Background: an optimization exercise with open tools, aiming at small area and a short achievable clock period. Do not read the settings as production practice.
The RTL was checked by simulation tests, not by an equivalence proof against the original design.
No activity file was given, so power comes from the tool's default toggle rates.

File: design/flow/config.mk
export PLATFORM = sky130hd
export DESIGN_NAME = uart_top
export DESIGN_NICKNAME = uart_top
export VERILOG_FILES = /design/flow/design.v
export SDC_FILE = /design/flow/constraint.sdc
export NUM_CORES = 8
export LEC_CHECK = 0
export ABC_AREA = 1
export CAP_MARGIN = 20
export CORE_MARGIN = 2
export CORE_UTILIZATION = 40
export CTS_BUF_LIST = sky130_fd_sc_hd__clkbuf_8
export CTS_CLUSTER_DIAMETER = 100
export CTS_CLUSTER_SIZE = 30
export SLEW_MARGIN = 20
File: design/flow/constraint.sdc
create_clock -name core_clock -period 72.0 [get_ports {clk}]
set_input_delay 14.4000 -clock core_clock [delete_from_list [all_inputs] [get_ports {clk}]]
set_output_delay 14.4000 -clock core_clock [all_outputs]
set_load 0.01 [all_outputs]
File: design/flow/design.v
`timescale 1ns / 1ps
module baud_generator (
    input wire clk,
    input wire rst_n,
    input wire [15:0] baud_cfg,
    output reg baud_tick
);
    reg [15:0] b;
    reg [15:0] c2;
    wire [17:0] m3;
    wire [16:0] mc;
    assign m3[0] = c2[0];
    assign m3[1] = c2[1] ^ c2[0];
    assign mc[1] = c2[1] & c2[0];
    assign m3[2] = c2[2] ^ c2[1] ^ mc[1];
    assign mc[2] = (c2[2] & c2[1]) | (c2[2] & mc[1]) | (c2[1] & mc[1]);
    assign m3[3] = c2[3] ^ c2[2] ^ mc[2];
    assign mc[3] = (c2[3] & c2[2]) | (c2[3] & mc[2]) | (c2[2] & mc[2]);
    assign m3[4] = c2[4] ^ c2[3] ^ mc[3];
    assign mc[4] = (c2[4] & c2[3]) | (c2[4] & mc[3]) | (c2[3] & mc[3]);
    assign m3[5] = c2[5] ^ c2[4] ^ mc[4];
    assign mc[5] = (c2[5] & c2[4]) | (c2[5] & mc[4]) | (c2[4] & mc[4]);
    assign m3[6] = c2[6] ^ c2[5] ^ mc[5];
    assign mc[6] = (c2[6] & c2[5]) | (c2[6] & mc[5]) | (c2[5] & mc[5]);
    assign m3[7] = c2[7] ^ c2[6] ^ mc[6];
    assign mc[7] = (c2[7] & c2[6]) | (c2[7] & mc[6]) | (c2[6] & mc[6]);
    assign m3[8] = c2[8] ^ c2[7] ^ mc[7];
    assign mc[8] = (c2[8] & c2[7]) | (c2[8] & mc[7]) | (c2[7] & mc[7]);
    assign m3[9] = c2[9] ^ c2[8] ^ mc[8];
    assign mc[9] = (c2[9] & c2[8]) | (c2[9] & mc[8]) | (c2[8] & mc[8]);
    assign m3[10] = c2[10] ^ c2[9] ^ mc[9];
    assign mc[10] = (c2[10] & c2[9]) | (c2[10] & mc[9]) | (c2[9] & mc[9]);
    assign m3[11] = c2[11] ^ c2[10] ^ mc[10];
    assign mc[11] = (c2[11] & c2[10]) | (c2[11] & mc[10]) | (c2[10] & mc[10]);
    assign m3[12] = c2[12] ^ c2[11] ^ mc[11];
    assign mc[12] = (c2[12] & c2[11]) | (c2[12] & mc[11]) | (c2[11] & mc[11]);
    assign m3[13] = c2[13] ^ c2[12] ^ mc[12];
    assign mc[13] = (c2[13] & c2[12]) | (c2[13] & mc[12]) | (c2[12] & mc[12]);
    assign m3[14] = c2[14] ^ c2[13] ^ mc[13];
    assign mc[14] = (c2[14] & c2[13]) | (c2[14] & mc[13]) | (c2[13] & mc[13]);
    assign m3[15] = c2[15] ^ c2[14] ^ mc[14];
    assign mc[15] = (c2[15] & c2[14]) | (c2[15] & mc[14]) | (c2[14] & mc[14]);
    assign m3[16] = c2[15] ^ mc[15];
    assign m3[17] = c2[15] & mc[15];
    localparam [31:0] KBT0 = 32'h0000a22a;
    localparam [31:0] KBT1 = 32'h00aa60c6;
    localparam [31:0] KBT2 = 32'h00ccba3e;
    localparam [31:0] KBT3 = 32'h00f0cffe;
    localparam [31:0] KBT4 = 32'h00000000;
    localparam [31:0] KBT5 = 32'h00fffffe;
    wire b_small = (b[15:6] == 10'd0) && !(b[5] && b[4]);    
    wire b_ge24 = b[5] || (b[4] && b[3]);
    wire [5:0] kb_tab = {KBT5[b[4:0]], KBT4[b[4:0]], KBT3[b[4:0]], KBT2[b[4:0]], KBT1[b[4:0]], KBT0[b[4:0]]};
    wire [5:0] kb = !b_small ? 6'd0 : b_ge24 ? b[5:0] : kb_tab;
    wire e1_0 = (b[1:0] == 2'd1);
    wire e2_0 = (b[1:0] == 2'd2);
    wire e3_0 = (b[1:0] == 2'd3);
    wire p0_0 = (e1_0 & c2[0]) | (e3_0 & m3[0]);
    wire p0_1 = (e1_0 & c2[1]) | (e2_0 & c2[0]) | (e3_0 & m3[1]);
    wire p0_2 = (e1_0 & c2[2]) | (e2_0 & c2[1]) | (e3_0 & m3[2]);
    wire p0_3 = (e1_0 & c2[3]) | (e2_0 & c2[2]) | (e3_0 & m3[3]);
    wire p0_4 = (e1_0 & c2[4]) | (e2_0 & c2[3]) | (e3_0 & m3[4]);
    wire p0_5 = (e1_0 & c2[5]) | (e2_0 & c2[4]) | (e3_0 & m3[5]);
    wire p0_6 = (e1_0 & c2[6]) | (e2_0 & c2[5]) | (e3_0 & m3[6]);
    wire p0_7 = (e1_0 & c2[7]) | (e2_0 & c2[6]) | (e3_0 & m3[7]);
    wire p0_8 = (e1_0 & c2[8]) | (e2_0 & c2[7]) | (e3_0 & m3[8]);
    wire p0_9 = (e1_0 & c2[9]) | (e2_0 & c2[8]) | (e3_0 & m3[9]);
    wire p0_10 = (e1_0 & c2[10]) | (e2_0 & c2[9]) | (e3_0 & m3[10]);
    wire p0_11 = (e1_0 & c2[11]) | (e2_0 & c2[10]) | (e3_0 & m3[11]);
    wire p0_12 = (e1_0 & c2[12]) | (e2_0 & c2[11]) | (e3_0 & m3[12]);
    wire p0_13 = (e1_0 & c2[13]) | (e2_0 & c2[12]) | (e3_0 & m3[13]);
    wire p0_14 = (e1_0 & c2[14]) | (e2_0 & c2[13]) | (e3_0 & m3[14]);
    wire p0_15 = (e1_0 & c2[15]) | (e2_0 & c2[14]) | (e3_0 & m3[15]);
    wire p0_16 = (e2_0 & c2[15]) | (e3_0 & m3[16]);
    wire p0_17 = (e3_0 & m3[17]);
    wire e1_1 = (b[3:2] == 2'd1);
    wire e2_1 = (b[3:2] == 2'd2);
    wire e3_1 = (b[3:2] == 2'd3);
    wire p1_0 = (e1_1 & c2[0]) | (e3_1 & m3[0]);
    wire p1_1 = (e1_1 & c2[1]) | (e2_1 & c2[0]) | (e3_1 & m3[1]);
    wire p1_2 = (e1_1 & c2[2]) | (e2_1 & c2[1]) | (e3_1 & m3[2]);
    wire p1_3 = (e1_1 & c2[3]) | (e2_1 & c2[2]) | (e3_1 & m3[3]);
    wire p1_4 = (e1_1 & c2[4]) | (e2_1 & c2[3]) | (e3_1 & m3[4]);
    wire p1_5 = (e1_1 & c2[5]) | (e2_1 & c2[4]) | (e3_1 & m3[5]);
    wire p1_6 = (e1_1 & c2[6]) | (e2_1 & c2[5]) | (e3_1 & m3[6]);
    wire p1_7 = (e1_1 & c2[7]) | (e2_1 & c2[6]) | (e3_1 & m3[7]);
    wire p1_8 = (e1_1 & c2[8]) | (e2_1 & c2[7]) | (e3_1 & m3[8]);
    wire p1_9 = (e1_1 & c2[9]) | (e2_1 & c2[8]) | (e3_1 & m3[9]);
    wire p1_10 = (e1_1 & c2[10]) | (e2_1 & c2[9]) | (e3_1 & m3[10]);
    wire p1_11 = (e1_1 & c2[11]) | (e2_1 & c2[10]) | (e3_1 & m3[11]);
    wire p1_12 = (e1_1 & c2[12]) | (e2_1 & c2[11]) | (e3_1 & m3[12]);
    wire p1_13 = (e1_1 & c2[13]) | (e2_1 & c2[12]) | (e3_1 & m3[13]);
    wire p1_14 = (e1_1 & c2[14]) | (e2_1 & c2[13]) | (e3_1 & m3[14]);
    wire p1_15 = (e1_1 & c2[15]) | (e2_1 & c2[14]) | (e3_1 & m3[15]);
    wire p1_16 = (e2_1 & c2[15]) | (e3_1 & m3[16]);
    wire p1_17 = (e3_1 & m3[17]);
    wire e1_2 = (b[5:4] == 2'd1);
    wire e2_2 = (b[5:4] == 2'd2);
    wire e3_2 = (b[5:4] == 2'd3);
    wire p2_0 = (e1_2 & c2[0]) | (e3_2 & m3[0]);
    wire p2_1 = (e1_2 & c2[1]) | (e2_2 & c2[0]) | (e3_2 & m3[1]);
    wire p2_2 = (e1_2 & c2[2]) | (e2_2 & c2[1]) | (e3_2 & m3[2]);
    wire p2_3 = (e1_2 & c2[3]) | (e2_2 & c2[2]) | (e3_2 & m3[3]);
    wire p2_4 = (e1_2 & c2[4]) | (e2_2 & c2[3]) | (e3_2 & m3[4]);
    wire p2_5 = (e1_2 & c2[5]) | (e2_2 & c2[4]) | (e3_2 & m3[5]);
    wire p2_6 = (e1_2 & c2[6]) | (e2_2 & c2[5]) | (e3_2 & m3[6]);
    wire p2_7 = (e1_2 & c2[7]) | (e2_2 & c2[6]) | (e3_2 & m3[7]);
    wire p2_8 = (e1_2 & c2[8]) | (e2_2 & c2[7]) | (e3_2 & m3[8]);
    wire p2_9 = (e1_2 & c2[9]) | (e2_2 & c2[8]) | (e3_2 & m3[9]);
    wire p2_10 = (e1_2 & c2[10]) | (e2_2 & c2[9]) | (e3_2 & m3[10]);
    wire p2_11 = (e1_2 & c2[11]) | (e2_2 & c2[10]) | (e3_2 & m3[11]);
    wire p2_12 = (e1_2 & c2[12]) | (e2_2 & c2[11]) | (e3_2 & m3[12]);
    wire p2_13 = (e1_2 & c2[13]) | (e2_2 & c2[12]) | (e3_2 & m3[13]);
    wire p2_14 = (e1_2 & c2[14]) | (e2_2 & c2[13]) | (e3_2 & m3[14]);
    wire p2_15 = (e1_2 & c2[15]) | (e2_2 & c2[14]) | (e3_2 & m3[15]);
    wire p2_16 = (e2_2 & c2[15]) | (e3_2 & m3[16]);
    wire p2_17 = (e3_2 & m3[17]);
    wire e1_3 = (b[7:6] == 2'd1);
    wire e2_3 = (b[7:6] == 2'd2);
    wire e3_3 = (b[7:6] == 2'd3);
    wire p3_0 = (e1_3 & c2[0]) | (e3_3 & m3[0]);
    wire p3_1 = (e1_3 & c2[1]) | (e2_3 & c2[0]) | (e3_3 & m3[1]);
    wire p3_2 = (e1_3 & c2[2]) | (e2_3 & c2[1]) | (e3_3 & m3[2]);
    wire p3_3 = (e1_3 & c2[3]) | (e2_3 & c2[2]) | (e3_3 & m3[3]);
    wire p3_4 = (e1_3 & c2[4]) | (e2_3 & c2[3]) | (e3_3 & m3[4]);
    wire p3_5 = (e1_3 & c2[5]) | (e2_3 & c2[4]) | (e3_3 & m3[5]);
    wire p3_6 = (e1_3 & c2[6]) | (e2_3 & c2[5]) | (e3_3 & m3[6]);
    wire p3_7 = (e1_3 & c2[7]) | (e2_3 & c2[6]) | (e3_3 & m3[7]);
    wire p3_8 = (e1_3 & c2[8]) | (e2_3 & c2[7]) | (e3_3 & m3[8]);
    wire p3_9 = (e1_3 & c2[9]) | (e2_3 & c2[8]) | (e3_3 & m3[9]);
    wire p3_10 = (e1_3 & c2[10]) | (e2_3 & c2[9]) | (e3_3 & m3[10]);
    wire p3_11 = (e1_3 & c2[11]) | (e2_3 & c2[10]) | (e3_3 & m3[11]);
    wire p3_12 = (e1_3 & c2[12]) | (e2_3 & c2[11]) | (e3_3 & m3[12]);
    wire p3_13 = (e1_3 & c2[13]) | (e2_3 & c2[12]) | (e3_3 & m3[13]);
    wire p3_14 = (e1_3 & c2[14]) | (e2_3 & c2[13]) | (e3_3 & m3[14]);
    wire p3_15 = (e1_3 & c2[15]) | (e2_3 & c2[14]) | (e3_3 & m3[15]);
    wire e1_4 = (b[9:8] == 2'd1);
    wire e2_4 = (b[9:8] == 2'd2);
    wire e3_4 = (b[9:8] == 2'd3);
    wire p4_0 = (e1_4 & c2[0]) | (e3_4 & m3[0]);
    wire p4_1 = (e1_4 & c2[1]) | (e2_4 & c2[0]) | (e3_4 & m3[1]);
    wire p4_2 = (e1_4 & c2[2]) | (e2_4 & c2[1]) | (e3_4 & m3[2]);
    wire p4_3 = (e1_4 & c2[3]) | (e2_4 & c2[2]) | (e3_4 & m3[3]);
    wire p4_4 = (e1_4 & c2[4]) | (e2_4 & c2[3]) | (e3_4 & m3[4]);
    wire p4_5 = (e1_4 & c2[5]) | (e2_4 & c2[4]) | (e3_4 & m3[5]);
    wire p4_6 = (e1_4 & c2[6]) | (e2_4 & c2[5]) | (e3_4 & m3[6]);
    wire p4_7 = (e1_4 & c2[7]) | (e2_4 & c2[6]) | (e3_4 & m3[7]);
    wire p4_8 = (e1_4 & c2[8]) | (e2_4 & c2[7]) | (e3_4 & m3[8]);
    wire p4_9 = (e1_4 & c2[9]) | (e2_4 & c2[8]) | (e3_4 & m3[9]);
    wire p4_10 = (e1_4 & c2[10]) | (e2_4 & c2[9]) | (e3_4 & m3[10]);
    wire p4_11 = (e1_4 & c2[11]) | (e2_4 & c2[10]) | (e3_4 & m3[11]);
    wire p4_12 = (e1_4 & c2[12]) | (e2_4 & c2[11]) | (e3_4 & m3[12]);
    wire p4_13 = (e1_4 & c2[13]) | (e2_4 & c2[12]) | (e3_4 & m3[13]);
    wire e1_5 = (b[11:10] == 2'd1);
    wire e2_5 = (b[11:10] == 2'd2);
    wire e3_5 = (b[11:10] == 2'd3);
    wire p5_0 = (e1_5 & c2[0]) | (e3_5 & m3[0]);
    wire p5_1 = (e1_5 & c2[1]) | (e2_5 & c2[0]) | (e3_5 & m3[1]);
    wire p5_2 = (e1_5 & c2[2]) | (e2_5 & c2[1]) | (e3_5 & m3[2]);
    wire p5_3 = (e1_5 & c2[3]) | (e2_5 & c2[2]) | (e3_5 & m3[3]);
    wire p5_4 = (e1_5 & c2[4]) | (e2_5 & c2[3]) | (e3_5 & m3[4]);
    wire p5_5 = (e1_5 & c2[5]) | (e2_5 & c2[4]) | (e3_5 & m3[5]);
    wire p5_6 = (e1_5 & c2[6]) | (e2_5 & c2[5]) | (e3_5 & m3[6]);
    wire p5_7 = (e1_5 & c2[7]) | (e2_5 & c2[6]) | (e3_5 & m3[7]);
    wire p5_8 = (e1_5 & c2[8]) | (e2_5 & c2[7]) | (e3_5 & m3[8]);
    wire p5_9 = (e1_5 & c2[9]) | (e2_5 & c2[8]) | (e3_5 & m3[9]);
    wire p5_10 = (e1_5 & c2[10]) | (e2_5 & c2[9]) | (e3_5 & m3[10]);
    wire p5_11 = (e1_5 & c2[11]) | (e2_5 & c2[10]) | (e3_5 & m3[11]);
    wire e1_6 = (b[13:12] == 2'd1);
    wire e2_6 = (b[13:12] == 2'd2);
    wire e3_6 = (b[13:12] == 2'd3);
    wire p6_0 = (e1_6 & c2[0]) | (e3_6 & m3[0]);
    wire p6_1 = (e1_6 & c2[1]) | (e2_6 & c2[0]) | (e3_6 & m3[1]);
    wire p6_2 = (e1_6 & c2[2]) | (e2_6 & c2[1]) | (e3_6 & m3[2]);
    wire p6_3 = (e1_6 & c2[3]) | (e2_6 & c2[2]) | (e3_6 & m3[3]);
    wire p6_4 = (e1_6 & c2[4]) | (e2_6 & c2[3]) | (e3_6 & m3[4]);
    wire p6_5 = (e1_6 & c2[5]) | (e2_6 & c2[4]) | (e3_6 & m3[5]);
    wire p6_6 = (e1_6 & c2[6]) | (e2_6 & c2[5]) | (e3_6 & m3[6]);
    wire p6_7 = (e1_6 & c2[7]) | (e2_6 & c2[6]) | (e3_6 & m3[7]);
    wire p6_8 = (e1_6 & c2[8]) | (e2_6 & c2[7]) | (e3_6 & m3[8]);
    wire p6_9 = (e1_6 & c2[9]) | (e2_6 & c2[8]) | (e3_6 & m3[9]);
    wire e1_7 = (b[15:14] == 2'd1);
    wire e2_7 = (b[15:14] == 2'd2);
    wire e3_7 = (b[15:14] == 2'd3);
    wire p7_0 = (e1_7 & c2[0]) | (e3_7 & m3[0]);
    wire p7_1 = (e1_7 & c2[1]) | (e2_7 & c2[0]) | (e3_7 & m3[1]);
    wire p7_2 = (e1_7 & c2[2]) | (e2_7 & c2[1]) | (e3_7 & m3[2]);
    wire p7_3 = (e1_7 & c2[3]) | (e2_7 & c2[2]) | (e3_7 & m3[3]);
    wire p7_4 = (e1_7 & c2[4]) | (e2_7 & c2[3]) | (e3_7 & m3[4]);
    wire p7_5 = (e1_7 & c2[5]) | (e2_7 & c2[4]) | (e3_7 & m3[5]);
    wire p7_6 = (e1_7 & c2[6]) | (e2_7 & c2[5]) | (e3_7 & m3[6]);
    wire p7_7 = (e1_7 & c2[7]) | (e2_7 & c2[6]) | (e3_7 & m3[7]);
    wire s1;
    wire k2;
    wire s3;
    wire k4;
    wire s5;
    wire k6;
    wire s7;
    wire k8;
    wire s9;
    wire k10;
    wire s11;
    wire k12;
    wire s13;
    wire k14;
    wire s15;
    wire k16;
    wire s17;
    wire k18;
    wire s19;
    wire k20;
    wire s21;
    wire k22;
    wire s23;
    wire k24;
    wire s25;
    wire k26;
    wire s27;
    wire k28;
    wire s29;
    wire k30;
    wire s31;
    wire k32;
    wire s33;
    wire k34;
    wire s35;
    wire k36;
    wire s37;
    wire k38;
    wire s39;
    wire k40;
    wire s41;
    wire k42;
    wire s43;
    wire k44;
    wire s45;
    wire k46;
    wire s47;
    wire k48;
    wire s49;
    wire k50;
    wire s51;
    wire k52;
    wire s53;
    wire k54;
    wire s55;
    wire k56;
    wire s57;
    wire k58;
    wire s59;
    wire k60;
    wire s61;
    wire k62;
    wire s63;
    wire k64;
    wire s65;
    wire k66;
    wire s67;
    wire k68;
    wire s69;
    wire k70;
    wire s71;
    wire k72;
    wire s73;
    wire k74;
    wire s75;
    wire k76;
    wire s77;
    wire k78;
    wire s79;
    wire k80;
    wire s81;
    wire k82;
    wire s83;
    wire k84;
    wire s85;
    wire k86;
    wire s87;
    wire k88;
    wire s89;
    wire k90;
    wire s91;
    wire k92;
    wire s93;
    wire k94;
    wire s95;
    wire k96;
    wire s97;
    wire k98;
    wire s99;
    wire k100;
    wire s101;
    wire k102;
    wire s103;
    wire k104;
    wire s105;
    wire k106;
    wire s107;
    wire k108;
    wire s109;
    wire k110;
    wire s111;
    wire k112;
    wire s113;
    wire k114;
    wire s115;
    wire k116;
    wire s117;
    wire k118;
    wire s119;
    wire k120;
    wire s121;
    wire k122;
    wire s123;
    wire k124;
    wire s125;
    wire k126;
    wire s127;
    wire k128;
    wire s129;
    wire k130;
    wire s131;
    wire k132;
    wire s133;
    wire k134;
    wire s135;
    wire k136;
    wire s137;
    wire k138;
    wire s139;
    wire k140;
    wire s141;
    wire k142;
    wire s143;
    wire k144;
    wire s145;
    wire k146;
    wire s147;
    wire k148;
    wire s149;
    wire k150;
    wire s151;
    wire k152;
    wire s153;
    wire k154;
    wire s155;
    wire k156;
    wire s157;
    wire k158;
    wire s159;
    wire k160;
    wire s161;
    wire k162;
    wire s163;
    wire k164;
    wire s165;
    wire k166;
    wire s167;
    wire k168;
    wire s169;
    wire k170;
    wire s171;
    wire k172;
    wire s173;
    wire k174;
    wire s175;
    wire k176;
    wire s177;
    wire k178;
    wire r179;
    wire r180;
    wire r181;
    wire r182;
    wire r183;
    wire r184;
    wire r185;
    wire r186;
    wire r187;
    wire r188;
    wire r189;
    wire r190;
    wire r191;
    wire r192;
    wire r193;
    wire r194;
    wire r195;
    wire r196;
    wire r197;
    wire r198;
    wire r199;
    wire r200;
    assign s1 = p0_12 ^ p1_10 ^ p2_8;
    assign k2 = (p0_12 & p1_10) | (p0_12 & p2_8) | (p1_10 & p2_8);
    assign s3 = p0_13 ^ p1_11 ^ p2_9;
    assign k4 = (p0_13 & p1_11) | (p0_13 & p2_9) | (p1_11 & p2_9);
    assign s5 = p0_14 ^ p1_12 ^ p2_10;
    assign k6 = (p0_14 & p1_12) | (p0_14 & p2_10) | (p1_12 & p2_10);
    assign s7 = p3_8 ^ p4_6 ^ p5_4;
    assign k8 = (p3_8 & p4_6) | (p3_8 & p5_4) | (p4_6 & p5_4);
    assign s9 = p0_15 ^ p1_13 ^ p2_11;
    assign k10 = (p0_15 & p1_13) | (p0_15 & p2_11) | (p1_13 & p2_11);
    assign s11 = p3_9 ^ p4_7 ^ p5_5;
    assign k12 = (p3_9 & p4_7) | (p3_9 & p5_5) | (p4_7 & p5_5);
    assign s13 = p0_16 ^ p1_14 ^ p2_12;
    assign k14 = (p0_16 & p1_14) | (p0_16 & p2_12) | (p1_14 & p2_12);
    assign s15 = p3_10 ^ p4_8 ^ p5_6;
    assign k16 = (p3_10 & p4_8) | (p3_10 & p5_6) | (p4_8 & p5_6);
    assign s17 = p6_4 ^ p7_2;
    assign k18 = p6_4 & p7_2;
    assign s19 = p0_17 ^ p1_15 ^ p2_13;
    assign k20 = (p0_17 & p1_15) | (p0_17 & p2_13) | (p1_15 & p2_13);
    assign s21 = p3_11 ^ p4_9 ^ p5_7;
    assign k22 = (p3_11 & p4_9) | (p3_11 & p5_7) | (p4_9 & p5_7);
    assign s23 = p6_5 ^ p7_3 ^ kb[1];
    assign k24 = (p6_5 & p7_3) | (p6_5 & kb[1]) | (p7_3 & kb[1]);
    assign s25 = p1_16 ^ p2_14 ^ p3_12;
    assign k26 = (p1_16 & p2_14) | (p1_16 & p3_12) | (p2_14 & p3_12);
    assign s27 = p4_10 ^ p5_8 ^ p6_6;
    assign k28 = (p4_10 & p5_8) | (p4_10 & p6_6) | (p5_8 & p6_6);
    assign s29 = p7_4 ^ kb[2];
    assign k30 = p7_4 & kb[2];
    assign s31 = p1_17 ^ p2_15 ^ p3_13;
    assign k32 = (p1_17 & p2_15) | (p1_17 & p3_13) | (p2_15 & p3_13);
    assign s33 = p4_11 ^ p5_9 ^ p6_7;
    assign k34 = (p4_11 & p5_9) | (p4_11 & p6_7) | (p5_9 & p6_7);
    assign s35 = p7_5 ^ kb[3];
    assign k36 = p7_5 & kb[3];
    assign s37 = p2_16 ^ p3_14 ^ p4_12;
    assign k38 = (p2_16 & p3_14) | (p2_16 & p4_12) | (p3_14 & p4_12);
    assign s39 = p5_10 ^ p6_8 ^ p7_6;
    assign k40 = (p5_10 & p6_8) | (p5_10 & p7_6) | (p6_8 & p7_6);
    assign s43 = p2_17 ^ p3_15 ^ p4_13;
    assign k44 = (p2_17 & p3_15) | (p2_17 & p4_13) | (p3_15 & p4_13);
    assign s45 = p5_11 ^ p6_9 ^ p7_7;
    assign k46 = (p5_11 & p6_9) | (p5_11 & p7_7) | (p6_9 & p7_7);
    assign s47 = p0_6 ^ p1_4;
    assign k48 = p0_6 & p1_4;
    assign s49 = p0_7 ^ p1_5 ^ p2_3;
    assign k50 = (p0_7 & p1_5) | (p0_7 & p2_3) | (p1_5 & p2_3);
    assign s51 = p0_8 ^ p1_6 ^ p2_4;
    assign k52 = (p0_8 & p1_6) | (p0_8 & p2_4) | (p1_6 & p2_4);
    assign s53 = p0_9 ^ p1_7 ^ p2_5;
    assign k54 = (p0_9 & p1_7) | (p0_9 & p2_5) | (p1_7 & p2_5);
    assign s55 = p0_10 ^ p1_8 ^ p2_6;
    assign k56 = (p0_10 & p1_8) | (p0_10 & p2_6) | (p1_8 & p2_6);
    assign s57 = p3_4 ^ p4_2;
    assign k58 = p3_4 & p4_2;
    assign s59 = p0_11 ^ p1_9 ^ p2_7;
    assign k60 = (p0_11 & p1_9) | (p0_11 & p2_7) | (p1_9 & p2_7);
    assign s61 = p3_5 ^ p4_3 ^ p5_1;
    assign k62 = (p3_5 & p4_3) | (p3_5 & p5_1) | (p4_3 & p5_1);
    assign s63 = s1 ^ p3_6 ^ p4_4;
    assign k64 = (s1 & p3_6) | (s1 & p4_4) | (p3_6 & p4_4);
    assign s65 = p5_2 ^ p6_0 ^ 1'b1;
    assign k66 = (p5_2 & p6_0) | (p5_2 & 1'b1) | (p6_0 & 1'b1);
    assign s67 = s3 ^ p3_7 ^ p4_5;
    assign k68 = (s3 & p3_7) | (s3 & p4_5) | (p3_7 & p4_5);
    assign s69 = p5_3 ^ p6_1 ^ k2;
    assign k70 = (p5_3 & p6_1) | (p5_3 & k2) | (p6_1 & k2);
    assign s71 = s5 ^ s7 ^ p6_2;
    assign k72 = (s5 & s7) | (s5 & p6_2) | (s7 & p6_2);
    assign s73 = p7_0 ^ 1'b1 ^ k4;
    assign k74 = (p7_0 & 1'b1) | (p7_0 & k4) | (1'b1 & k4);
    assign s75 = s9 ^ s11 ^ p6_3;
    assign k76 = (s9 & s11) | (s9 & p6_3) | (s11 & p6_3);
    assign s77 = p7_1 ^ k6 ^ k8;
    assign k78 = (p7_1 & k6) | (p7_1 & k8) | (k6 & k8);
    assign s79 = s13 ^ s15 ^ s17;
    assign k80 = (s13 & s15) | (s13 & s17) | (s15 & s17);
    assign s81 = kb[0] ^ k10 ^ k12;
    assign k82 = (kb[0] & k10) | (kb[0] & k12) | (k10 & k12);
    assign s83 = s19 ^ s21 ^ s23;
    assign k84 = (s19 & s21) | (s19 & s23) | (s21 & s23);
    assign s85 = k14 ^ k16 ^ k18;
    assign k86 = (k14 & k16) | (k14 & k18) | (k16 & k18);
    assign s87 = s25 ^ s27 ^ s29;
    assign k88 = (s25 & s27) | (s25 & s29) | (s27 & s29);
    assign s89 = k20 ^ k22 ^ k24;
    assign k90 = (k20 & k22) | (k20 & k24) | (k22 & k24);
    assign s91 = s31 ^ s33 ^ s35;
    assign k92 = (s31 & s33) | (s31 & s35) | (s33 & s35);
    assign s93 = k26 ^ k28 ^ k30;
    assign k94 = (k26 & k28) | (k26 & k30) | (k28 & k30);
    assign s95 = s37 ^ s39 ^ ~kb[4];
    assign k96 = (s37 & s39) | (s37 & ~kb[4]) | (s39 & ~kb[4]);
    assign s97 = k32 ^ k34 ^ k36;
    assign k98 = (k32 & k34) | (k32 & k36) | (k34 & k36);
    assign s99 = s43 ^ s45 ^ kb[5];
    assign k100 = (s43 & s45) | (s43 & kb[5]) | (s45 & kb[5]);
    assign s101 = k38 ^ k40 ^ kb[4];
    assign k102 = (k38 & k40) | (k38 & kb[4]) | (k40 & kb[4]);
    assign s103 = p0_4 ^ p1_2;
    assign k104 = p0_4 & p1_2;
    assign s105 = p0_5 ^ p1_3 ^ p2_1;
    assign k106 = (p0_5 & p1_3) | (p0_5 & p2_1) | (p1_3 & p2_1);
    assign s107 = s47 ^ p2_2 ^ p3_0;
    assign k108 = (s47 & p2_2) | (s47 & p3_0) | (p2_2 & p3_0);
    assign s109 = s49 ^ p3_1 ^ 1'b1;
    assign k110 = (s49 & p3_1) | (s49 & 1'b1) | (p3_1 & 1'b1);
    assign s111 = s51 ^ p3_2 ^ p4_0;
    assign k112 = (s51 & p3_2) | (s51 & p4_0) | (p3_2 & p4_0);
    assign s113 = s53 ^ p3_3 ^ p4_1;
    assign k114 = (s53 & p3_3) | (s53 & p4_1) | (p3_3 & p4_1);
    assign s115 = s55 ^ s57 ^ p5_0;
    assign k116 = (s55 & s57) | (s55 & p5_0) | (s57 & p5_0);
    assign s117 = s59 ^ s61 ^ k56;
    assign k118 = (s59 & s61) | (s59 & k56) | (s61 & k56);
    assign s119 = s63 ^ s65 ^ k60;
    assign k120 = (s63 & s65) | (s63 & k60) | (s65 & k60);
    assign s121 = s67 ^ s69 ^ k64;
    assign k122 = (s67 & s69) | (s67 & k64) | (s69 & k64);
    assign s123 = s71 ^ s73 ^ k68;
    assign k124 = (s71 & s73) | (s71 & k68) | (s73 & k68);
    assign s125 = s75 ^ s77 ^ k72;
    assign k126 = (s75 & s77) | (s75 & k72) | (s77 & k72);
    assign s127 = s79 ^ s81 ^ k76;
    assign k128 = (s79 & s81) | (s79 & k76) | (s81 & k76);
    assign s129 = s83 ^ s85 ^ k80;
    assign k130 = (s83 & s85) | (s83 & k80) | (s85 & k80);
    assign s131 = s87 ^ s89 ^ k84;
    assign k132 = (s87 & s89) | (s87 & k84) | (s89 & k84);
    assign s133 = s91 ^ s93 ^ k88;
    assign k134 = (s91 & s93) | (s91 & k88) | (s93 & k88);
    assign s135 = s95 ^ s97 ^ k92;
    assign k136 = (s95 & s97) | (s95 & k92) | (s97 & k92);
    assign s137 = s99 ^ s101 ^ k96;
    assign k138 = (s99 & s101) | (s99 & k96) | (s101 & k96);
    assign s139 = p0_2 ^ p1_0;
    assign k140 = p0_2 & p1_0;
    assign s141 = p0_3 ^ p1_1;
    assign k142 = p0_3 & p1_1;
    assign s143 = s103 ^ p2_0 ^ 1'b1;
    assign k144 = (s103 & p2_0) | (s103 & 1'b1) | (p2_0 & 1'b1);
    assign s145 = s105 ^ 1'b1 ^ k104;
    assign k146 = (s105 & 1'b1) | (s105 & k104) | (1'b1 & k104);
    assign s147 = s107 ^ 1'b1 ^ k106;
    assign k148 = (s107 & 1'b1) | (s107 & k106) | (1'b1 & k106);
    assign s149 = s109 ^ k48 ^ k108;
    assign k150 = (s109 & k48) | (s109 & k108) | (k48 & k108);
    assign s151 = s111 ^ k50 ^ k110;
    assign k152 = (s111 & k50) | (s111 & k110) | (k50 & k110);
    assign s153 = s113 ^ k52 ^ k112;
    assign k154 = (s113 & k52) | (s113 & k112) | (k52 & k112);
    assign s155 = s115 ^ k54 ^ k114;
    assign k156 = (s115 & k54) | (s115 & k114) | (k54 & k114);
    assign s157 = s117 ^ k58 ^ k116;
    assign k158 = (s117 & k58) | (s117 & k116) | (k58 & k116);
    assign s159 = s119 ^ k62 ^ k118;
    assign k160 = (s119 & k62) | (s119 & k118) | (k62 & k118);
    assign s161 = s121 ^ k66 ^ k120;
    assign k162 = (s121 & k66) | (s121 & k120) | (k66 & k120);
    assign s163 = s123 ^ k70 ^ k122;
    assign k164 = (s123 & k70) | (s123 & k122) | (k70 & k122);
    assign s165 = s125 ^ k74 ^ k124;
    assign k166 = (s125 & k74) | (s125 & k124) | (k74 & k124);
    assign s167 = s127 ^ k78 ^ k126;
    assign k168 = (s127 & k78) | (s127 & k126) | (k78 & k126);
    assign s169 = s129 ^ k82 ^ k128;
    assign k170 = (s129 & k82) | (s129 & k128) | (k82 & k128);
    assign s171 = s131 ^ k86 ^ k130;
    assign k172 = (s131 & k86) | (s131 & k130) | (k86 & k130);
    assign s173 = s133 ^ k90 ^ k132;
    assign k174 = (s133 & k90) | (s133 & k132) | (k90 & k132);
    assign s175 = s135 ^ k94 ^ k134;
    assign k176 = (s135 & k94) | (s135 & k134) | (k94 & k134);
    assign s177 = s137 ^ k98 ^ k136;
    assign k178 = (s137 & k98) | (s137 & k136) | (k98 & k136);
    assign r179 = p0_0 & 1'b1;
    assign r180 = (p0_1 & 1'b1) | (p0_1 & r179) | (1'b1 & r179);
    assign r181 = (s139 & 1'b1) | (s139 & r180) | (1'b1 & r180);
    assign r182 = (s141 & k140) | (s141 & r181) | (k140 & r181);
    assign r183 = (s143 & k142) | (s143 & r182) | (k142 & r182);
    assign r184 = (s145 & k144) | (s145 & r183) | (k144 & r183);
    assign r185 = (s147 & k146) | (s147 & r184) | (k146 & r184);
    assign r186 = (s149 & k148) | (s149 & r185) | (k148 & r185);
    assign r187 = (s151 & k150) | (s151 & r186) | (k150 & r186);
    assign r188 = (s153 & k152) | (s153 & r187) | (k152 & r187);
    assign r189 = (s155 & k154) | (s155 & r188) | (k154 & r188);
    assign r190 = (s157 & k156) | (s157 & r189) | (k156 & r189);
    assign r191 = (s159 & k158) | (s159 & r190) | (k158 & r190);
    assign r192 = (s161 & k160) | (s161 & r191) | (k160 & r191);
    assign r193 = (s163 & k162) | (s163 & r192) | (k162 & r192);
    assign r194 = (s165 & k164) | (s165 & r193) | (k164 & r193);
    assign r195 = (s167 & k166) | (s167 & r194) | (k166 & r194);
    assign r196 = (s169 & k168) | (s169 & r195) | (k168 & r195);
    assign r197 = (s171 & k170) | (s171 & r196) | (k170 & r196);
    assign r198 = (s173 & k172) | (s173 & r197) | (k172 & r197);
    assign r199 = (s175 & k174) | (s175 & r198) | (k174 & r198);
    assign r200 = (s177 & k176) | (s177 & r199) | (k176 & r199);
    wire gt = r200;
    wire hi = ((e2_3 & c2[15]) | (e3_3 & m3[16])) | ((e3_3 & m3[17])) | ((e1_4 & c2[14]) | (e2_4 & c2[13]) | (e3_4 & m3[14])) | ((e1_4 & c2[15]) | (e2_4 & c2[14]) | (e3_4 & m3[15])) | ((e2_4 & c2[15]) | (e3_4 & m3[16])) | ((e3_4 & m3[17])) | ((e1_5 & c2[12]) | (e2_5 & c2[11]) | (e3_5 & m3[12])) | ((e1_5 & c2[13]) | (e2_5 & c2[12]) | (e3_5 & m3[13])) | ((e1_5 & c2[14]) | (e2_5 & c2[13]) | (e3_5 & m3[14])) | ((e1_5 & c2[15]) | (e2_5 & c2[14]) | (e3_5 & m3[15])) | ((e2_5 & c2[15]) | (e3_5 & m3[16])) | ((e3_5 & m3[17])) | ((e1_6 & c2[10]) | (e2_6 & c2[9]) | (e3_6 & m3[10])) | ((e1_6 & c2[11]) | (e2_6 & c2[10]) | (e3_6 & m3[11])) | ((e1_6 & c2[12]) | (e2_6 & c2[11]) | (e3_6 & m3[12])) | ((e1_6 & c2[13]) | (e2_6 & c2[12]) | (e3_6 & m3[13])) | ((e1_6 & c2[14]) | (e2_6 & c2[13]) | (e3_6 & m3[14])) | ((e1_6 & c2[15]) | (e2_6 & c2[14]) | (e3_6 & m3[15])) | ((e2_6 & c2[15]) | (e3_6 & m3[16])) | ((e3_6 & m3[17])) | ((e1_7 & c2[8]) | (e2_7 & c2[7]) | (e3_7 & m3[8])) | ((e1_7 & c2[9]) | (e2_7 & c2[8]) | (e3_7 & m3[9])) | ((e1_7 & c2[10]) | (e2_7 & c2[9]) | (e3_7 & m3[10])) | ((e1_7 & c2[11]) | (e2_7 & c2[10]) | (e3_7 & m3[11])) | ((e1_7 & c2[12]) | (e2_7 & c2[11]) | (e3_7 & m3[12])) | ((e1_7 & c2[13]) | (e2_7 & c2[12]) | (e3_7 & m3[13])) | ((e1_7 & c2[14]) | (e2_7 & c2[13]) | (e3_7 & m3[14])) | ((e1_7 & c2[15]) | (e2_7 & c2[14]) | (e3_7 & m3[15])) | ((e2_7 & c2[15]) | (e3_7 & m3[16])) | ((e3_7 & m3[17])) | k44 | k46 | k100 | k102 | k138 | k178;
    wire cond = hi | gt;
    wire [16:0] c2_t;
    wire [15:0] c2_inc;
    assign c2_t[0] = 1'b1;
    genvar gi;
    generate for (gi = 0; gi < 16; gi = gi + 1) begin : g_inc
        assign c2_inc[gi] = c2[gi] ^ c2_t[gi];
        assign c2_t[gi + 1] = c2[gi] & c2_t[gi];
    end endgenerate
    always @(posedge clk) b <= (baud_cfg == 16'd0) ? 16'd9600 : baud_cfg;
    always @(posedge clk or negedge rst_n) begin
        if (!rst_n) begin
            c2 <= 16'd2;
            baud_tick <= 1'b0;
        end else begin
            baud_tick <= cond;
            c2 <= cond ? 16'd2 : c2_inc;
        end
    end
endmodule
`timescale 1ns / 1ps
module uart_tx (
    input wire clk,
    input wire rst_n,
    input wire tx_start,
    input wire [7:0] tx_data,
    input wire baud_tick,
    output reg tx,
    output reg tx_busy,
    output reg tx_done
);
    localparam [3:0] IDLE = 4'd6, START = 4'd7, STOP = 4'd0;
    reg [3:0] state;
    reg [7:0] data;            
    wire idle = (state == IDLE);
    wire stop = (state == STOP);
    wire [3:0] state_inc = {state[3] ^ (state[2] & state[1] & state[0]),
                            state[2] ^ (state[1] & state[0]),
                            state[1] ^ state[0],
                            ~state[0]};
    always @(posedge clk)
        if (idle && tx_start) data <= tx_data;
    always @(posedge clk or negedge rst_n) begin
        if (!rst_n) begin
            state   <= IDLE;
            tx      <= 1'b1;
            tx_busy <= 1'b0;
            tx_done <= 1'b0;
        end else begin
            tx_busy <= !idle || tx_start;
            tx_done <= stop && baud_tick;
            tx      <= state[3] ? data[state[2:0]] : (state != START);
            if (idle) begin
                if (tx_start) state <= START;
            end else if (baud_tick) begin
                state <= stop ? IDLE : state_inc;
            end
        end
    end
endmodule
`timescale 1ns / 1ps
module uart_rx (
    input wire clk,
    input wire rst_n,
    input wire rx,
    input wire baud_tick,
    output reg [7:0] rx_data,
    output reg rx_valid,
    output reg frame_error,
    output wire parity_error,
    output reg overrun_error
);
    localparam [3:0] IDLE = 4'd6, START = 4'd7, STOP = 4'd0;
    assign parity_error = 1'b0;
    reg rx_sync1, rx_sync2;
    reg [2:0] rx_filter;
    reg rx_filtered;
    reg [3:0] div16;           
    reg [3:0] sample_count;    
    reg [3:0] state;
    reg [6:0] shift_lo;        
    reg shift_hi;
    wire baud_pulse = baud_tick && (div16 == 4'd0);
    wire mid = baud_tick && (sample_count == 4'd7);
    wire idle = (state == IDLE);
    wire stop = (state == STOP);
    wire data_st = state[3];
    function [3:0] inc4;
        input [3:0] x;
        inc4 = {x[3] ^ (x[2] & x[1] & x[0]), x[2] ^ (x[1] & x[0]), x[1] ^ x[0], ~x[0]};
    endfunction
    always @(posedge clk) begin
        rx_sync1 <= rx;
        rx_sync2 <= rx_sync1;
        if (baud_tick)
            sample_count <= idle ? 4'd0 : inc4(sample_count);
        if (data_st && mid)
            shift_lo <= {shift_hi, shift_lo[6:1]};
    end
    always @(posedge clk or negedge rst_n) begin
        if (!rst_n) begin
            rx_filter     <= 3'b111;
            rx_filtered   <= 1'b1;
            div16         <= 4'd0;
            state         <= IDLE;
            shift_hi      <= 1'b0;
            rx_data       <= 8'd0;
            rx_valid      <= 1'b0;
            frame_error   <= 1'b0;
            overrun_error <= 1'b0;
        end else begin
            if (baud_tick) begin
                div16       <= inc4(div16);
                rx_filter   <= {rx_filter[1:0], rx_sync2};
                rx_filtered <= (rx_filter[2] & rx_filter[1]) |
                               (rx_filter[2] & rx_filter[0]) |
                               (rx_filter[1] & rx_filter[0]);
            end
            if (data_st && mid)
                shift_hi <= rx_filtered;
            rx_valid <= stop && baud_pulse;
            if (stop && baud_pulse) begin
                rx_data       <= {shift_hi, shift_lo};
                overrun_error <= 1'b0;
            end else if (rx_valid) begin
                overrun_error <= 1'b1;
            end
            if (idle)
                frame_error <= 1'b0;
            else if (stop && mid && !rx_filtered)
                frame_error <= 1'b1;
            case (state)
                IDLE:    if (baud_tick && !rx_filtered) state <= START;
                START:   if (mid) state <= rx_filtered ? IDLE : 4'd8;
                STOP:    if (baud_pulse) state <= IDLE;
                default: if (baud_pulse) state <= inc4(state);    
            endcase
        end
    end
endmodule
`timescale 1ns / 1ps
module uart_protocol_checker (
    input wire clk,
    input wire rst_n,
    input wire rx_valid,
    input wire [7:0] rx_data,
    input wire frame_error,
    input wire overrun_error,
    output reg [7:0] frame_error_count,
    output wire [7:0] parity_error_count,
    output reg [7:0] overrun_error_count,
    output reg [7:0] break_count,
    output reg break_detected,
    output reg [15:0] bytes_received,
    output reg [15:0] packets_received,
    input wire clear_stats
);
    assign parity_error_count = 8'd0;
    function [7:0] inc8;
        input [7:0] x;
        input en;
        integer i;
        reg c;
        begin
            c = en;
            for (i = 0; i < 8; i = i + 1) begin
                inc8[i] = x[i] ^ c;
                c = c & x[i];
            end
        end
    endfunction
    function [15:0] inc16;
        input [15:0] x;
        input en;
        integer i;
        reg c;
        begin
            c = en;
            for (i = 0; i < 16; i = i + 1) begin
                inc16[i] = x[i] ^ c;
                c = c & x[i];
            end
        end
    endfunction
    reg [3:0] zeros;
    reg [1:0] idle_count;      
    reg prev_rx_valid, prev_frame_error, prev_overrun_error;
    wire zero_frame = (rx_data == 8'd0) && frame_error;
    wire ff_frame = (rx_data == 8'hFF);
    always @(posedge clk or negedge rst_n) begin
        if (!rst_n) begin
            zeros          <= 4'd0;
            break_detected <= 1'b0;
        end else begin
            break_detected <= rx_valid && zero_frame && (zeros == 4'd9);
            if (rx_valid) begin
                if (!zero_frame)
                    zeros <= 4'd0;
                else if (zeros != 4'd10)
                    zeros <= {zeros[3] ^ (zeros[2] & zeros[1] & zeros[0]),
                              zeros[2] ^ (zeros[1] & zeros[0]),
                              zeros[1] ^ zeros[0],
                              ~zeros[0]};
            end
        end
    end
    wire pkt_inc = rx_valid && !ff_frame && (idle_count == 2'd3);
    always @(posedge clk or negedge rst_n) begin
        if (!rst_n) begin
            idle_count          <= 2'd0;
            packets_received    <= 16'd0;
            frame_error_count   <= 8'd0;
            overrun_error_count <= 8'd0;
            break_count         <= 8'd0;
            bytes_received      <= 16'd0;
            prev_rx_valid       <= 1'b0;
            prev_frame_error    <= 1'b0;
            prev_overrun_error  <= 1'b0;
        end else if (clear_stats) begin
            packets_received    <= 16'd0;
            frame_error_count   <= 8'd0;
            overrun_error_count <= 8'd0;
            break_count         <= 8'd0;
            bytes_received      <= 16'd0;
        end else begin
            if (rx_valid) begin
                if (ff_frame)
                    idle_count <= {idle_count[1] | idle_count[0], idle_count[1] | ~idle_count[0]};
                else
                    idle_count <= 2'd0;
            end
            packets_received    <= inc16(packets_received, pkt_inc);
            bytes_received      <= inc16(bytes_received, rx_valid && !prev_rx_valid);
            frame_error_count   <= inc8(frame_error_count, frame_error && !prev_frame_error);
            overrun_error_count <= inc8(overrun_error_count, overrun_error && !prev_overrun_error);
            break_count         <= inc8(break_count, break_detected);
            prev_rx_valid      <= rx_valid;
            prev_frame_error   <= frame_error;
            prev_overrun_error <= overrun_error;
        end
    end
endmodule
`timescale 1ns / 1ps
module uart_top #(
    parameter CLOCK_FREQ = 50000000,
    parameter DEFAULT_BAUD = 9600,
    parameter DATA_WIDTH = 8,
    parameter STOP_BITS = 1,
    parameter PARITY_EN = 0,
    parameter OVERSAMPLING = 16
) (
    input wire clk,
    input wire rst_n,
    input wire rx,
    output wire tx,
    input wire tx_start,
    input wire [DATA_WIDTH-1:0] tx_data,
    output wire tx_busy,
    output wire tx_done,
    output wire [DATA_WIDTH-1:0] rx_data,
    output wire rx_valid,
    input wire [15:0] baud_cfg,
    output wire frame_error,
    output wire parity_error,
    output wire overrun_error,
    output wire break_detected,
    output wire [7:0] frame_error_count,
    output wire [7:0] parity_error_count,
    output wire [7:0] overrun_error_count,
    output wire [7:0] break_count,
    output wire [15:0] bytes_received,
    output wire [15:0] packets_received,
    input wire clear_stats
);
    wire baud_tick;
    baud_generator baud_gen (
        .clk(clk),
        .rst_n(rst_n),
        .baud_cfg(baud_cfg),
        .baud_tick(baud_tick)
    );
    uart_tx uart_transmitter (
        .clk(clk),
        .rst_n(rst_n),
        .tx_start(tx_start),
        .tx_data(tx_data),
        .baud_tick(baud_tick),
        .tx(tx),
        .tx_busy(tx_busy),
        .tx_done(tx_done)
    );
    uart_rx uart_receiver (
        .clk(clk),
        .rst_n(rst_n),
        .rx(rx),
        .baud_tick(baud_tick),
        .rx_data(rx_data),
        .rx_valid(rx_valid),
        .frame_error(frame_error),
        .parity_error(parity_error),
        .overrun_error(overrun_error)
    );
    uart_protocol_checker protocol_checker (
        .clk(clk),
        .rst_n(rst_n),
        .rx_valid(rx_valid),
        .rx_data(rx_data),
        .frame_error(frame_error),
        .overrun_error(overrun_error),
        .frame_error_count(frame_error_count),
        .parity_error_count(parity_error_count),
        .overrun_error_count(overrun_error_count),
        .break_count(break_count),
        .break_detected(break_detected),
        .bytes_received(bytes_received),
        .packets_received(packets_received),
        .clear_stats(clear_stats)
    );
endmodule
File: design/flow/flow/run.sh
#!/bin/bash
export BUFFER_PORTS_ARGS="-buffer_cell sky130_fd_sc_hd__buf_1"
export CTS_ARGS="-sink_clustering_enable -repair_clock_nets -buf_list {sky130_fd_sc_hd__clkbuf_4 sky130_fd_sc_hd__clkbuf_8} -sink_clustering_size 30 -sink_clustering_max_diameter 100 -dont_use_dummy_load"
bash standard.sh > standard.log 2>&1
File: design/flow/standard.sh
#!/bin/bash
# synth_recipe.tcl (not shown) runs the flow's synth.tcl, then flattens the netlist and writes it again
# the make line also repeats each setting of config.mk as NAME=value (left out here)
make -C /OpenROAD-flow-scripts/flow DESIGN_CONFIG=/design/flow/config.mk WORK_HOME=/design/flow/orfs CLKGATE_MAP_FILE= SYNTH_SCRIPT=/design/flow/synth_recipe.tcl "${@:-finish}"
==> notes.md, run 1 <==
Predominant post-synthesis flop cell: sky130_fd_sc_hd__dfrtp_1
Total via count after detailed routing: 9084
Mux contribution to synthesized area: 0%
Cell type of the slowest stage on the worst timing path: sky130_fd_sc_hd__dfstp_2
Global-route wire length before repair: 46600 um
Leading cell type in the layout, fill and taps excluded: sky130_fd_sc_hd__inv_1
Achievable Freq: 64.5 MHz
Status: finished clean
Max Cap Viol: 0
Endpoint arrival time on the critical path: 1.10 ns
Count of non-filler cells in the finished layout: 1704
Synth Area in Compound Gates: 13.2%
Largest voltage drop on the vdd net: 0.0172 mV
Die Width: 171 um
Number of different library cells in the post-synthesis netlist: 44
Minimum clock period: 15.50 ns
DP Wirelength: 22600 um
Root buf cell: sky130_fd_sc_hd__clkbuf_8
CP required: 57.60 ns
Post-layout utilization of the core: 43.6%
Worst slack at placement: 56.09 ns
Port-buffer cells: 99
Largest net degree at the start of global routing: 72
Post-synthesis adder-cell area fraction: 26.6%
Placed cell count: 1687
Effective utilization at floorplan: 40.5%
Final weighted congestion of routability-driven global placement: 1.01
Clock transition at the registers of the reported paths: 0.07 ns
XOR/XNOR share of the synthesized area: 1.02%
Final count of negative-setup-slack endpoints: 0
Clock Path Buffers: 2
Count of hold-fix buffers inserted at cts: 0
Min-delay worst type: reg2reg
Largest stage delay on the critical path: 0.52 ns
Final-layout setup total negative slack: 0 ns
CP top delay family: flip-flops
Synthesized flop and latch total: 151
Core Region: 0.0276 mm2
Die footprint: 0.0293 mm2
Worst slew pin tran: 1.04 ns
Leading cell types in the layout, fill and taps excluded: 248 x sky130_fd_sc_hd__inv_1, 198 x sky130_fd_sc_hd__nand2_1, 117 x sky130_fd_sc_hd__nor2_1, 104 x sky130_fd_sc_hd__dfrtp_1, 99 x sky130_fd_sc_hd__ha_1
Count of cells resized by post-cts repair: 0
Via density: 5.33
Ordered cell list for the critical path: buf_1
Net count reported at finish: 1543
Buf/Inv on CP: 1
Synth async-reset ratio: 75.5%
Crit Path Max Fanout: 1
Final-report hold violation count: 0
Kind of critical path: reg2out
Static Leakage: 5.82 nW
Boundary Pins: 109
Number of global-route vias before repair: 8606
GRT Util Overall: 20.8%
Die height: 171 um
Clock tree from TritonCTS: built
Setup Buffers After CTS: 0
Setup repair after global routing missed its margin: no
Total standard cell area after synthesis: 0.0112 mm2
Part of the cycle the worst path needs: 21.5%
Part of the Yosys area used for sequential elements: 33.9%
Cell count after synthesis: 1266
# clock sinks: 151
Number of iterations in the first detailed-routing pass: 6
Average routed wire per standard cell: 17.4 um
Antenna fix cells: 0
Wire length after detailed routing: 29700 um
Combinational family with the most area after synthesis: adder cells
Relative slew margins: 30.2%
Residual antenna-violating net count after detailed routing: 0
Power per Cell Area: 34.8 mW/mm2
Post-route DRC: 0
Crit path capture type: output pin
Share of cells above drive strength 1: 3.77%
Clock skew after layout: 0.0265 ns
Number of enable flip-flop cells after synthesis: 19
Pins Over Slew Limit: 0
Hold_ws: 0.333 ns
Clock latency on the worst-skew pair: 0.46 ns
Post-layout worst setup margin: 56.50 ns
Antenna violations before repair: 0
Sort of element at the start of the critical path: register
Avg Synthesized Cell Area: 8.84 um2
Synth Area in Simple Gates: 13.7%
Overflow left after global routing: 0
Total clock buffers created by CTS: 17
First-iteration detailed-routing DRC count: 1069
Growth of design area from synthesis to finish: 7.59%
Core Rows: 61
Deepest level of the CTS H-tree: 4
Yosys synthesis warning count: 4
Number of filler instances in the final layout: 2784
state kept, by name (all words and copies together) (netlist names), 8 cells and up:
signal,count
protocol_checker.frame_error_count,8
protocol_checker.break_count,8
uart_receiver.rx_data,8
protocol_checker.bytes_received,16
protocol_checker.overrun_error_count,8
protocol_checker.packets_received,16
baud_gen.c2,16
uart_transmitter.data,8
baud_gen.b,16
final cells by class:
cell class	count	area, um2	share of cell area, %
Sequential cell	151	3800	31.5
Clock buffer	17	234	1.94
Multi-Input combinational cell	795	6140	51.0
Inverter	257	965	8.01
Tap cell	378	473	3.93
Timing Repair Buffer	106	429	3.57
through the flow:
stage / instance area, um2 / total power [mW]
2_1_floorplan: 11200 / 0.304
4_1_cts: 12000 / 0.422
6_report: 12000 / 0.419
3_5_place_dp: 11800 / 0.373
3_3_place_gp: 11800 / 0.368
5_1_grt: 12000 / 0.465
worst paths after layout:
check / start / endpoint / slack, ns / cells past startpoint
max reg2reg: baud_gen.c2[0] / baud_gen.c2[15] / 61.17 / 30
max: uart_transmitter.tx / tx / 56.50 / 1
min reg2reg: uart_receiver.rx_sync1 / uart_receiver.rx_sync2 / 0.33 / 0
min in group asynchronous: rst_n / protocol_checker.bytes_received[12] / 13.99 / 1
min: uart_receiver.rx_sync1 / uart_receiver.rx_sync2 / 0.33 / 0
max in group asynchronous: rst_n / uart_receiver.div16[1] / 56.67 / 2
power by group:
group,internal [mW],total [mW],switching [mW]
Combinational,0.0973,0.256,0.159
Clock,0.0208,0.0471,0.0263
Sequential,0.0990,0.115,0.0162
Total,0.217,0.419,0.202
worst reg2reg max path, delay by kind of cell, from the launching register on:
family / cells / cell delay [ns]
buf+inv: 2 / 0.24
simple gates: 7 / 1.18
compound gates: 2 / 0.35
fa+ha+maj: 19 / 8.20
flops: 1 / 0.78
layer usage:
metal  up-vias  share of wire (%)  wire length [um]  track usage [%]
met5         -                  0                 0                0
met4         0                4.2              1240             9.29
met3        88                8.3              2460             4.60
met2       456                 44             13200             31.5
met1      4323                 43             12800             28.6
li1       4217                  -                 -                -
cells in the mapped netlist, types with 3 or more instances:
library cell / n / area (um2)
sky130_fd_sc_hd__ha_1: 99 / 1240
sky130_fd_sc_hd__nand3_1: 18 / 90.1
sky130_fd_sc_hd__nor2_2: 9 / 56.3
sky130_fd_sc_hd__clkinv_1: 9 / 33.8
sky130_fd_sc_hd__o22ai_1: 34 / 213
sky130_fd_sc_hd__xor2_1: 6 / 52.6
sky130_fd_sc_hd__nand2_1: 198 / 743
sky130_fd_sc_hd__o221ai_1: 80 / 701
sky130_fd_sc_hd__edfxtp_1: 19 / 571
sky130_fd_sc_hd__nand4_1: 10 / 62.6
sky130_fd_sc_hd__nor2_1: 117 / 439
sky130_fd_sc_hd__dfstp_2: 10 / 263
sky130_fd_sc_hd__o211ai_1: 4 / 30.0
sky130_fd_sc_hd__o31ai_1: 3 / 22.5
sky130_fd_sc_hd__clkbuf_1: 57 / 214
sky130_fd_sc_hd__dfxtp_1: 18 / 360
sky130_fd_sc_hd__nor4_1: 10 / 62.6
sky130_fd_sc_hd__inv_1: 248 / 931
sky130_fd_sc_hd__fa_1: 87 / 1740
sky130_fd_sc_hd__o21ai_0: 32 / 160
sky130_fd_sc_hd__dfrtp_1: 104 / 2600
sky130_fd_sc_hd__buf_4: 9 / 67.6
sky130_fd_sc_hd__nor3_1: 6 / 30.0
sky130_fd_sc_hd__a21oi_1: 41 / 205
sky130_fd_sc_hd__o32ai_1: 3 / 26.3
sky130_fd_sc_hd__xnor2_1: 7 / 61.3
sky130_fd_sc_hd__a22oi_1: 4 / 30.0
kinds of logic (layout without fill, tap and decap cells):
group	after synthesis	count (layout)
fa+ha+maj	186	186
simple gates	375	375
compound gates	212	212
xor+xnor	13	13
flops	151	151
buf+inv	328	380
other cells	1	9
==> run 2: changes to the inputs <==
==> design/flow/flow/run.sh (replaced) <==
#!/bin/bash
export BUFFER_PORTS_ARGS="-buffer_cell sky130_fd_sc_hd__buf_1"
export CTS_ARGS="-sink_clustering_enable -repair_clock_nets -buf_list sky130_fd_sc_hd__clkbuf_16 -sink_clustering_size 100 -sink_clustering_max_diameter 1000 -dont_use_dummy_load"
bash standard.sh > standard.log 2>&1
==> notes.md, run 2 <==
Die height: 171 um (unchanged)
Combinational family with the most area after synthesis: adder cells
Port-buffer cells: 99 (unchanged)
Logic depth of the worst setup path including buffers: 1 (unchanged)
Leading cell type in the layout, fill and taps excluded: sky130_fd_sc_hd__inv_1
Count of hold-fix buffers inserted at cts: 0 (unchanged)
Leading cell types in the layout, fill and taps excluded: 248 x sky130_fd_sc_hd__inv_1, 198 x sky130_fd_sc_hd__nand2_1, 117 x sky130_fd_sc_hd__nor2_1, 104 x sky130_fd_sc_hd__dfrtp_1, 99 x sky130_fd_sc_hd__ha_1
Worst R2R End: baud_gen.c2[0]
Clock transition at the registers of the reported paths: 0.05 ns (-0.02 ns)
GRT Util Overall: 20.9% (+0.13 points)
Number of global-route vias before repair: 8659 (+0.62%)
Number of iterations in the first detailed-routing pass: 5 (-1)
Clock Path Buffers: 2 (unchanged)
Overall power of the completed layout: 442 uW (+5.6%)
Largest net degree at the start of global routing: 72 (unchanged)
Relative slew margins: 25.4% (-4.8 points)
Post-synthesis adder-cell area fraction: 26.6% (unchanged)
Final weighted congestion of routability-driven global placement: 1.01 (unchanged)
Number of enable flip-flop cells after synthesis: 19 (unchanged)
Antenna violations before repair: 0 (unchanged)
Final count of negative-setup-slack endpoints: 0 (unchanged)
Pins Over Slew Limit: 0 (unchanged)
Setup repair after global routing missed its margin: no
Average routed wire per standard cell: 17.5 um (+0.46%)
Largest area contributor in the synthesized netlist: sky130_fd_sc_hd__dfrtp_1
Reg2reg setup slack: 61.20 ns (+0.03 ns)
Ordered cell list for the critical path: buf_1
DP Wirelength: 22600 um (unchanged)
Achievable Freq: 64.6 MHz (+0.19%)
Clock skew after layout: 0.0205 ns (-0.00606 ns)
Final-report hold violation count: 0 (unchanged)
Part of the cycle the worst path needs: 21.5% (-0.041 points)
Minimum clock period: 15.48 ns (-0.0294 ns)
Synth Area in Compound Gates: 13.2% (unchanged)
Logic depth of the worst register-to-register path: 38 (+27%)
Final-layout setup total negative slack: 0 ns (unchanged)
Share of cells above drive strength 1: 3.77% (unchanged)
Boundary Pins: 109 (unchanged)
Clock latency on the worst-skew pair: 0.42 ns (-0.04 ns)
Yosys synthesis warning count: 4 (unchanged)
CP required: 57.60 ns (about the same)
XOR/XNOR share of the synthesized area: 1.02% (unchanged)
Reg-to-reg startpoint: baud_gen.c2[0]
Clock tree from TritonCTS: built
Antenna fix cells: 0 (unchanged)
Number of different library cells in the post-synthesis netlist: 44 (unchanged)
Net count reported at finish: 1543 (unchanged)
Die Width: 171 um (unchanged)
Power per Cell Area: 36.2 mW/mm2 (+4.0%)
Crit Path Max Fanout: 1 (unchanged)
Cell count after synthesis: 1266 (unchanged)
Most frequent cells after synthesis: 248 x sky130_fd_sc_hd__inv_1, 198 x sky130_fd_sc_hd__nand2_1, 117 x sky130_fd_sc_hd__nor2_1
Cell type of the slowest stage on the worst timing path: sky130_fd_sc_hd__dfstp_2
Crit path capture type: output pin
Post-route DRC: 0 (unchanged)
Fraction of synthesized cell area taken by the top area cell type: 23.3% (unchanged)
Mux contribution to synthesized area: 0% (unchanged)
Deepest level of the CTS H-tree: 4 (unchanged)
Synth async-reset ratio: 75.5% (unchanged)
Max Cap Viol: 0 (unchanged)
Count of cells resized by post-cts repair: 0 (unchanged)
Status: finished clean
First-iteration detailed-routing DRC count: 926 (-13%)
Effective utilization at floorplan: 40.5% (unchanged)
Global-route wire length before repair: 46900 um (+0.65%)
Static Leakage: 5.91 nW (+1.5%)
Endpoint arrival time on the critical path: 1.08 ns (-0.02 ns)
Total clock buffers created by CTS: 17 (unchanged)
Root buf cell: sky130_fd_sc_hd__clkbuf_16
Overflow left after global routing: 0 (unchanged)
Min-delay worst type: reg2reg
Total standard cell area after synthesis: 0.0112 mm2 (unchanged)
Biggest area contributors in the synthesized netlist: sky130_fd_sc_hd__dfrtp_1 23%, sky130_fd_sc_hd__fa_1 16%, sky130_fd_sc_hd__ha_1 11%
CP top delay family: flip-flops
Number of filler instances in the final layout: 2762 (-0.79%)
Residual antenna-violating net count after detailed routing: 0 (unchanged)
Worst setup path startpoint: uart_transmitter.tx
Kind of critical path: reg2out
Core Region: 0.0276 mm2 (unchanged)
Dominant cell by count in the synthesized netlist: sky130_fd_sc_hd__inv_1
Depth of the worst hold-timing path: 0 (unchanged)
Predominant post-synthesis flop cell: sky130_fd_sc_hd__dfrtp_1
Worst slew pin tran: 1.11 ns (+0.0719 ns)
Via density: 5.31 (-0.48%)
Largest stage delay on the critical path: 0.51 ns (about the same)
Largest voltage drop on the vdd net: 0.0175 mV (+2.0%)
Avg Synthesized Cell Area: 8.84 um2 (unchanged)
Core Rows: 61 (unchanged)
Setup Buffers After CTS: 0 (unchanged)
Die footprint: 0.0293 mm2 (unchanged)
Sort of element at the start of the critical path: register
Growth of design area from synthesis to finish: 9.31%
Part of the Yosys area used for sequential elements: 33.9% (unchanged)
Buf/Inv on CP: 1 (unchanged)
# clock sinks: 151 (unchanged)
Synthesized flop and latch total: 151 (unchanged)
Synth Area in Simple Gates: 13.7% (unchanged)
Wire length after detailed routing: 29800 um (+0.46%)
Total via count after detailed routing: 9040 (-0.48%)
Worst setup path endpoint: tx
[run 2: final cells by class]
cell class	count	area (um2)	area share, %
Multi-Input combinational cell	795	6140	50.2
Sequential cell	151	3800	31.0
Inverter	257	965	7.89
Tap cell	378	473	3.87
Timing Repair Buffer	106	429	3.51
Clock buffer	17	425	3.48
[run 2: power breakdown]
part | switching [mW] | leakage (nW) | internal [mW]
clock network | 0.0294 | 0.209 | 0.0408
registers | 0.0163 | 1.83 | 0.0992
logic | 0.159 | 3.87 | 0.0973
total | 0.205 | 5.91 | 0.237
[run 2: logic make-up after synthesis]
group | Yosys count
buffers and inverters | 328
other | 1
adder cells (fa/ha/maj) | 186
AO/OA/AOI/OAI | 212
XOR/XNOR | 13
AND/OR/NAND/NOR | 375
flip-flops | 151
[run 2: through the flow]
stage	util [%]	instances	setup slack (ns)	cell area, um2	hold WS (ns)
after global routing	44.3	1704	56.35	12200	0.341
final	44.3	1704	56.52	12200	0.330
after global placement	42.7	1687	56.12	11800	0.320
after floorplan	-	1274	56.59	11200	0.310
after detailed placement	42.7	1687	56.09	11800	0.321
after CTS	44.3	1704	56.50	12200	0.334
[run 2: worst min-delay path by stage]
stage | from | to | slack (ns)
2_1_floorplan | uart_receiver.rx_sync1 | uart_receiver.rx_sync2 | 0.31
3_3_place_gp | uart_receiver.rx_sync1 | uart_receiver.rx_sync2 | 0.32
3_5_place_dp | uart_receiver.rx_sync1 | uart_receiver.rx_sync2 | 0.32
4_1_cts | uart_receiver.rx_sync1 | uart_receiver.rx_sync2 | 0.33
5_1_grt | uart_receiver.rx_sync1 | uart_receiver.rx_sync2 | 0.34
6_report | uart_receiver.rx_sync1 | uart_receiver.rx_sync2 | 0.33
[run 2: metal layers]
metal	track usage, %	part of all wire (%)	routed length [um]	vias up
met2	31.9	45	13300	433
met3	3.96	8.2	2450	87
met5	0	0	0	-
met4	10.3	4.4	1310	0
met1	28.7	43	12700	4305
li1	-	-	-	4215

-- what the ideal ports hide --
The flow's constraints put no driver on any port. The routed layouts listed below were extracted and timed again, unchanged, in two steps.
Step 1 sets driving cells, clkbuf_16 on the clock port and buf_2 on the other inputs (assumed; they add their load-dependent delay and slew).
Step 2 times the ports against the registers' clock, not the clock port: input delays grow and output delays shrink by t, the midpoint of the rising clock arrivals with the driver on.
a / b / c = ideal / step 1 / step 2; a / b = the first two.
run | t, ns | setup WS [ns] | hold WS [ns] | latest minus earliest clock arrival (ns) | worst register clock-pin slew, ns
run 1 | 0.481 | 56.495 / 56.457 / 56.127 | 0.333 / 0.333 / 0.333 | 0.027 / 0.027 | 0.09 / 0.09
run 2 | 0.456 | 56.525 / 56.482 / 56.099 | 0.330 / 0.330 / 0.330 | 0.021 / 0.021 | 0.07 / 0.07
After both steps setup and hold are still met in every run listed. For run 2, which loses most, drivers alone change the setup slack by -0.043 ns; drivers and shift together by -0.426 ns.
